This is an optimization exercise on Yosys and OpenROAD, whose aim is small area, not a production implementation. Function was checked by simulation only, so behaviour that the tests miss may differ from the original. Power and IR drop assume default switching activity.

--- design/flow/run.sh ---
#!/bin/bash
# synth_recipe.tcl (not shown) runs the flow's synth.tcl, then flattens the netlist and writes it again
# the make line also repeats each setting of config.mk as NAME=value (left out here)
make -C /OpenROAD-flow-scripts/flow DESIGN_CONFIG=/design/flow/config.mk WORK_HOME=/design/flow/orfs CLKGATE_MAP_FILE= SYNTH_SCRIPT=/design/flow/synth_recipe.tcl finish
--- design/flow/config.mk ---
export PLATFORM = sky130hd
export DESIGN_NAME = uart
export DESIGN_NICKNAME = uart
export VERILOG_FILES = /design/flow/design.v
export SDC_FILE = /design/flow/constraint.sdc
export NUM_CORES = 4
export LEC_CHECK = 0
export CAP_MARGIN = 20
export CORE_MARGIN = 2
export CORE_UTILIZATION = 40
export SLEW_MARGIN = 20
--- design/flow/constraint.sdc ---
create_clock -name core_clock -period 10.0 [get_ports {clk_i}]
set_input_delay 2.0000 -clock core_clock [delete_from_list [all_inputs] [get_ports {clk_i}]]
set_output_delay 2.0000 -clock core_clock [all_outputs]
set_load 0.01 [all_outputs]
--- design/flow/design.v ---
`timescale 1ns / 1ps
module clk_gen (
  input              clk_i,
  input              rst_i,
  input      [16:0]  baud_i,
  output             tx_tick_o,
  output             rx_tick_o
);
reg [13:0] tx_load;
reg [9:0]  rx_load;
always @(*) begin
  case (baud_i)
    17'd4800:   begin tx_load = 14'd10417; rx_load = 10'd652; end
    17'd14400:  begin tx_load = 14'd3473;  rx_load = 10'd218; end
    17'd19200:  begin tx_load = 14'd2605;  rx_load = 10'd164; end
    17'd38400:  begin tx_load = 14'd1303;  rx_load = 10'd82;  end
    17'd57600:  begin tx_load = 14'd869;   rx_load = 10'd55;  end
    17'd115200: begin tx_load = 14'd435;   rx_load = 10'd28;  end
    17'd128000: begin tx_load = 14'd393;   rx_load = 10'd25;  end
    default:    begin tx_load = 14'd5209;  rx_load = 10'd326; end
  endcase
end
reg [13:0] tx_count;
reg [9:0]  rx_count;
reg        tx_ph;
reg        rx_ph;
wire tx_zero = (tx_count == 14'd0);
wire rx_zero = (rx_count == 10'd0);
always @(posedge clk_i) begin
  if (rst_i || tx_zero)
    tx_count <= tx_load;
  else
    tx_count <= tx_count - 14'd1;
end
always @(posedge clk_i) begin
  if (rst_i || rx_zero)
    rx_count <= rx_load;
  else
    rx_count <= rx_count - 10'd1;
end
always @(posedge clk_i) begin
  if (rst_i) begin
    tx_ph <= 1'b0;
    rx_ph <= 1'b0;
  end else begin
    if (tx_zero) tx_ph <= ~tx_ph;
    if (rx_zero) rx_ph <= ~rx_ph;
  end
end
assign tx_tick_o = tx_zero && !tx_ph;
assign rx_tick_o = rx_zero && !rx_ph;
endmodule
`timescale 1ns / 1ps
module uart_tx(
  input            clk_i,
  input            tick_i,
  input            tx_start_i,
  input            rst_i,
  input      [7:0] tx_data_i,
  input      [3:0] length_i,
  input            parity_type_i,
  input            parity_en_i,
  input            stop2_i,
  output reg       tx_o,
  output           tx_done_o,
  output           tx_err_o
);
localparam [3:0] IDLE   = 4'd0,
                 START  = 4'd1,
                 PARITY = 4'd2,
                 STOP1  = 4'd3,
                 STOP2  = 4'd4,
                 DONE   = 4'd5,
                 DATA0  = 4'd8;
reg [3:0] state;
reg [3:0] next_state;
wire [7:0] mask = {length_i == 4'd8, length_i > 4'd6, length_i > 4'd5, 5'b11111};
wire parity_bit = ^(tx_data_i & mask) ^ ~parity_type_i;
wire last_bit = (state[2:0] == length_i[2:0] - 3'd1);
always @(*) begin
  case (state)
    IDLE:    next_state = tx_start_i ? START : IDLE;
    START:   next_state = DATA0;
    PARITY:  next_state = STOP1;
    STOP1:   next_state = stop2_i ? STOP2 : DONE;
    STOP2:   next_state = DONE;
    DONE:    next_state = IDLE;
    default: begin
      if (state[3] && !last_bit)
        next_state = state + 4'd1;
      else if (state[3] && parity_en_i)
        next_state = PARITY;
      else if (state[3])
        next_state = STOP1;
      else
        next_state = IDLE;
    end
  endcase
end
always @(posedge clk_i) begin
  if (rst_i)
    state <= IDLE;
  else if (tick_i)
    state <= next_state;
end
always @(*) begin
  if (state[3])
    tx_o = tx_data_i[state[2:0]];
  else if (state == START)
    tx_o = 1'b0;
  else if (state == PARITY)
    tx_o = parity_bit;
  else
    tx_o = 1'b1;
end
assign tx_done_o = (state == DONE);
assign tx_err_o  = 1'b0;
endmodule
`timescale 1ns / 1ps
module uart_rx (
  input              clk_i,
  input              tick_i,
  input              rx_start_i,
  input              rst_i,
  input              rx_i,
  input        [3:0] length_i,
  input              parity_type_i,
  input              parity_en_i,
  input              stop2_i,
  output reg   [7:0] rx_out_o,
  output             rx_done_o,
  output reg         rx_error_o
);
localparam [3:0] IDLE   = 4'd0,
                 START  = 4'd1,
                 PARITY = 4'd2,
                 STOP1  = 4'd3,
                 STOP2  = 4'd4,
                 DONE   = 4'd5,
                 DATA0  = 4'd8;
reg [3:0] state;
reg [3:0] next_state;
reg [3:0] count;
wire mid  = (count == 4'd7);
wire end_ = (count == 4'd15);
wire last_bit = (state[2:0] == length_i[2:0] - 3'd1);
always @(*) begin
  next_state = state;
  case (state)
    IDLE:   if (rx_start_i && !rx_i) next_state = START;
    START:  if (mid && rx_i) next_state = IDLE;
            else if (end_) next_state = DATA0;
    PARITY: if (end_) next_state = STOP1;
    STOP1:  if (end_) next_state = stop2_i ? STOP2 : DONE;
    STOP2:  if (end_) next_state = DONE;
    DONE:   next_state = IDLE;
    default: begin
      if (!state[3])
        next_state = IDLE;
      else if (end_) begin
        if (!last_bit)
          next_state = state + 4'd1;
        else if (parity_en_i)
          next_state = PARITY;
        else
          next_state = STOP1;
      end
    end
  endcase
end
always @(posedge clk_i) begin
  if (rst_i)
    state <= IDLE;
  else if (tick_i)
    state <= next_state;
end
always @(posedge clk_i) begin
  if (tick_i) begin
    if (state == IDLE)
      count <= 4'd0;
    else
      count <= count + 4'd1;
  end
end
always @(posedge clk_i) begin
  if (tick_i && mid && state[3]) begin
    rx_out_o[7] <= (length_i[2:0] == 3'd0) && rx_i;
    rx_out_o[6] <= (length_i[2:0] == 3'd7) ? rx_i : rx_out_o[7];
    rx_out_o[5] <= (length_i[2:0] == 3'd6) ? rx_i : rx_out_o[6];
    rx_out_o[4] <= (length_i[2:0] == 3'd5) ? rx_i : rx_out_o[5];
    rx_out_o[3:0] <= rx_out_o[4:1];
  end
end
always @(posedge clk_i) begin
  if (state == IDLE)
    rx_error_o <= ~parity_type_i;
  else if (tick_i && mid) begin
    if (state[3] || state == PARITY)
      rx_error_o <= rx_error_o ^ rx_i;
    else if (state == STOP1)
      rx_error_o <= (rx_error_o && parity_en_i) || !rx_i;
    else if (state == STOP2)
      rx_error_o <= rx_error_o || !rx_i;
  end
end
assign rx_done_o = (state == DONE);
endmodule
`timescale 1ns / 1ns
module uart (
  input         clk_i,
  input         rst_i,
  input         tx_start_i,
  input         rx_start_i,
  input  [7:0]  tx_data_i,
  input         rx_i,         
  input  [16:0] baud_i,
  input  [3:0]  length_i,
  input         parity_type_i,
  input         parity_en_i,
  input         stop2_i,
  output        tx_done_o,
  output        rx_done_o,
  output        tx_err_o,
  output        rx_err_o,
  output        tx_o,         
  output [7:0]  rx_out_o
);
wire tx_tick, rx_tick;
clk_gen cg0 (
  .clk_i     (clk_i),
  .rst_i     (rst_i),
  .baud_i    (baud_i),
  .tx_tick_o (tx_tick),
  .rx_tick_o (rx_tick)
);
uart_tx tx0 (
  .clk_i          (clk_i),
  .tick_i         (tx_tick),
  .tx_start_i     (tx_start_i),
  .rst_i          (rst_i),
  .tx_data_i      (tx_data_i),
  .length_i       (length_i),
  .parity_type_i  (parity_type_i),
  .parity_en_i    (parity_en_i),
  .stop2_i        (stop2_i),
  .tx_o           (tx_o),
  .tx_done_o      (tx_done_o),
  .tx_err_o       (tx_err_o)
);
uart_rx rx0 (
  .clk_i          (clk_i),
  .tick_i         (rx_tick),
  .rx_start_i     (rx_start_i),
  .rst_i          (rst_i),
  .rx_i           (rx_i),
  .length_i       (length_i),
  .parity_type_i  (parity_type_i),
  .parity_en_i    (parity_en_i),
  .stop2_i        (stop2_i),
  .rx_out_o       (rx_out_o),
  .rx_done_o      (rx_done_o),
  .rx_error_o     (rx_err_o)
);
endmodule
==> impl_metrics.toml <==
[clock_tree]
cts-root-buf = "clkbuf_8"
clock-sinks = 47
cts-hold-fix-buffers = 0
insertion_delay_ns = 0.31
cts_buffers = 5
htreeDepth = 2
clock_path_buffers = 2
cts_resized = 0
path_clk_slew_ns = 0.09
cts_tree = "done"
cts_setup_buffers = 0

[placed_design]
routabilityCongestion = 0.853
dp_hpwl_mm = 5.48
dpl.cell_count = 510
port_buffers = 48

[yosys]
synth_seq_cells = 47
synth_cell_type_count = 60
synth_nets = 425
yosysSeqAreaShare = 0.339
yosys_warnings = 3
synth-main-ff-cell = "dfxtp_1"
synth_edf_count = 13
synth_area_per_cell_um2 = 8.52
synth_top_cell_area_share = 0.215
yosysTopAreaCell = "dfxtp_1"
postSynth.asyncResetShare = 0
syn_area_mm2 = 0.00316
syn_inst = 371
synth_top_cells_by_area = "dfxtp_1 (22%), edfxtp_1 (12%), ha_1 (6.7%)"

[sta]
setup_tns_ns = 0
setup_viol = 0
period_share = 0.622
hold_viol_final = 0
slew_headroom = 0.270
slew_viol_final = 0
fmax_mhz = 161
tightest_slew_ns = 1.09
clock_skew_ns = 0.00735
layout_min_cycle_time_ns = 6.22
rsz0062_at_grt = "no"

[layout]
num-fill-cells = 779
multi_input_area_mm2 = 0.00198
final_util = 0.495
layout-drive-gt1-share = 0.0553
regArea_mm2 = 0.00107
final_cell_mix = "clkdlybuf4s50_1 (48), nor2_1 (45), dfxtp_1 (34)"
finalNetCount = 469
mostFrequentLayoutCell = "clkdlybuf4s50_1"
fin_cells = 518
antennaDiodeCount = 0
area_growth_pct = 20.5

[worst_setup_path]
required_ns = 8.00
cp-startpoint = "length_i[0]"
setup.worst_path.class = "in2out"
reg2regPathDepth = 7
crit_arrival_ns = 4.22
path_max_fanout = 5
worstSetupStartpointType = "primary input"
r2r-end = "cg0.tx_count[4]"
crit_path_end_kind = "primary output"
timing.rr.start = "cg0.tx_count[0]"
r2r_slack_ns = 7.37
endpoint = "tx_o"

[global_route]
grt_max_degree = 25
grt_pass1_wl_mm = 12.4
grt_pass1_vias = 2667
antenna_found_initial = 0
grt_usage = 0.176
overflow = 0

[flow_run]
cap_violations = 0

[die]
rows = 32
fp.dieArea_mm2 = 0.00863
die_h_um = 92.9
io_pins = 50
initial_utilization = 0.411
die_w_um = 92.9
core-area_mm2 = 0.00769

[detailed_routing]
dr.pass1.iters = 4
wire_per_inst_um = 13.7
drt-total-wl_mm = 7.10
postRouteAntennaNets = 0
drcViolationCount = 0
drt_iter0_drc = 96
via_per_inst = 5.46
vias = 2829

[run_status]
outcome = "complete, no violations"

[power]
powerDensity_mw_per_mm2 = 100
static-leakage-power_nw = 1.34
ir_drop_v = 0.0000583

[hold_path]
hold_start = "rx0.rx_out_o[1]"
worstHoldPathType = "reg2reg"
[flip-flops by register name (all words and copies together), names as in the netlist]
register	flops
cg0.rx_count	10
cg0.rx_ph	1
cg0.tx_count	14
cg0.tx_ph	1
rx0.count	4
rx0.rx_error_o	1
rx0.rx_out_o	8
rx0.state	4
tx0.state	4
[power breakdown]
part	switching (W)	internal [W]
Clock	0.0000673	0.0000490
Combinational	0.0000272	0.0000322
Sequential	0.00000588	0.000200
Total	0.000100	0.000281
[area by class of cell]
| type | instances | area share |
|---|---|---|
| clock buffer | 6 | 0.0191 |
| clock inverter | 2 | 0.00329 |
| inverter | 17 | 0.0168 |
| multi-input combinational | 296 | 0.520 |
| sequential | 47 | 0.281 |
| tap | 102 | 0.0335 |
| timing repair buffer | 48 | 0.126 |
[critical path, stage by stage]
cell	delay, ns
clkdlybuf4s50_1	0.59
inv_1	0.09
ha_1	0.24
nor3b_1	0.19
o21ai_0	0.12
xnor2_1	0.21
xnor2_1	0.11
a21oi_1	0.13
clkdlybuf4s50_1	0.54
[Yosys cell counts (10+ instances only)]
cell type and instances:
ha_1 17, nand2_1 29, nor4_1 10, dfxtp_1 34, o21ai_0 14, nor3_1 16
edfxtp_1 13, xnor2_1 22, xor2_1 15, nor2_1 45, inv_1 17, a21oi_1 20
[per-layer routing]
layer	part of all wire	track usage	wire length, um	vias up
li1	-	-	-	1434
met5	0	0	0	-
met3	0.036	0.0285	255	9
met1	0.47	0.235	3340	1330
met4	0.015	0.0515	109	0
met2	0.48	0.292	3390	56
[metrics by stage]
step                      cell area, um2  setup WS, ns  hold slack, ns  power (W)
after detailed placement            3720          3.75           0.445   0.000270
after global routing                3810          3.60           0.473   0.000401
after CTS                           3810          3.73           0.467   0.000386
final                               3810          3.78           0.461   0.000382
after global placement              3720          3.81           0.439   0.000269
after floorplan                     3160          5.00           0.472   0.000244
[kinds of logic (layout without fill, tap and decap cells)]
logic type / count (synthesis) / after routing / share of synthesized area
XOR/XNOR: 37 / 37 / 0.102
adder cells (fa/ha/maj): 17 / 17 / 0.0673
buffers and inverters: 28 / 73 / 0.0348
flip-flops: 47 / 47 / 0.339
AO/OA/AOI/OAI: 72 / 72 / 0.150
multiplexers: 9 / 9 / 0.0380
other: 1 / 1 / 0.00119
AND/OR/NAND/NOR: 160 / 160 / 0.268
[worst min-delay path by stage]
| stage | endpoint | slack (ns) | cells after the start |
|---|---|---|---|
| after CTS | rx0.rx_out_o[3] | 0.47 | 0 |
| after floorplan | cg0.rx_ph | 0.47 | 2 |
| final | rx0.rx_out_o[0] | 0.46 | 0 |
| after global routing | rx0.rx_out_o[0] | 0.47 | 0 |
| after detailed placement | rx0.rx_out_o[3] | 0.45 | 0 |
| after global placement | rx0.rx_out_o[3] | 0.44 | 0 |

port drivers added, routing unchanged:
The flow's constraints put no driver on any port. The routed layout listed below was extracted and timed again, unchanged, in two steps.
Step 1: set_driving_cell puts a clkbuf_16 on clk_i and a buf_2 on each other input, an assumption about the parent block.
Step 2 times the ports against the registers' clock, not the clock port: input delays grow and output delays shrink by t, the midpoint of the rising clock arrivals with the driver on.
a / b / c = ideal ports / drivers / drivers and shift; a / b = the first two.
shift t [ns]: 0.332
setup slack, ns: 3.779 / 3.746 / 3.746
slew at the worst register clock pin (ns): 0.09 / 0.09
pins driven straight from the clock port: 1
After both steps setup and hold are still met in this run. For this run, drivers alone change the setup slack by -0.033 ns; drivers and shift together by -0.033 ns.
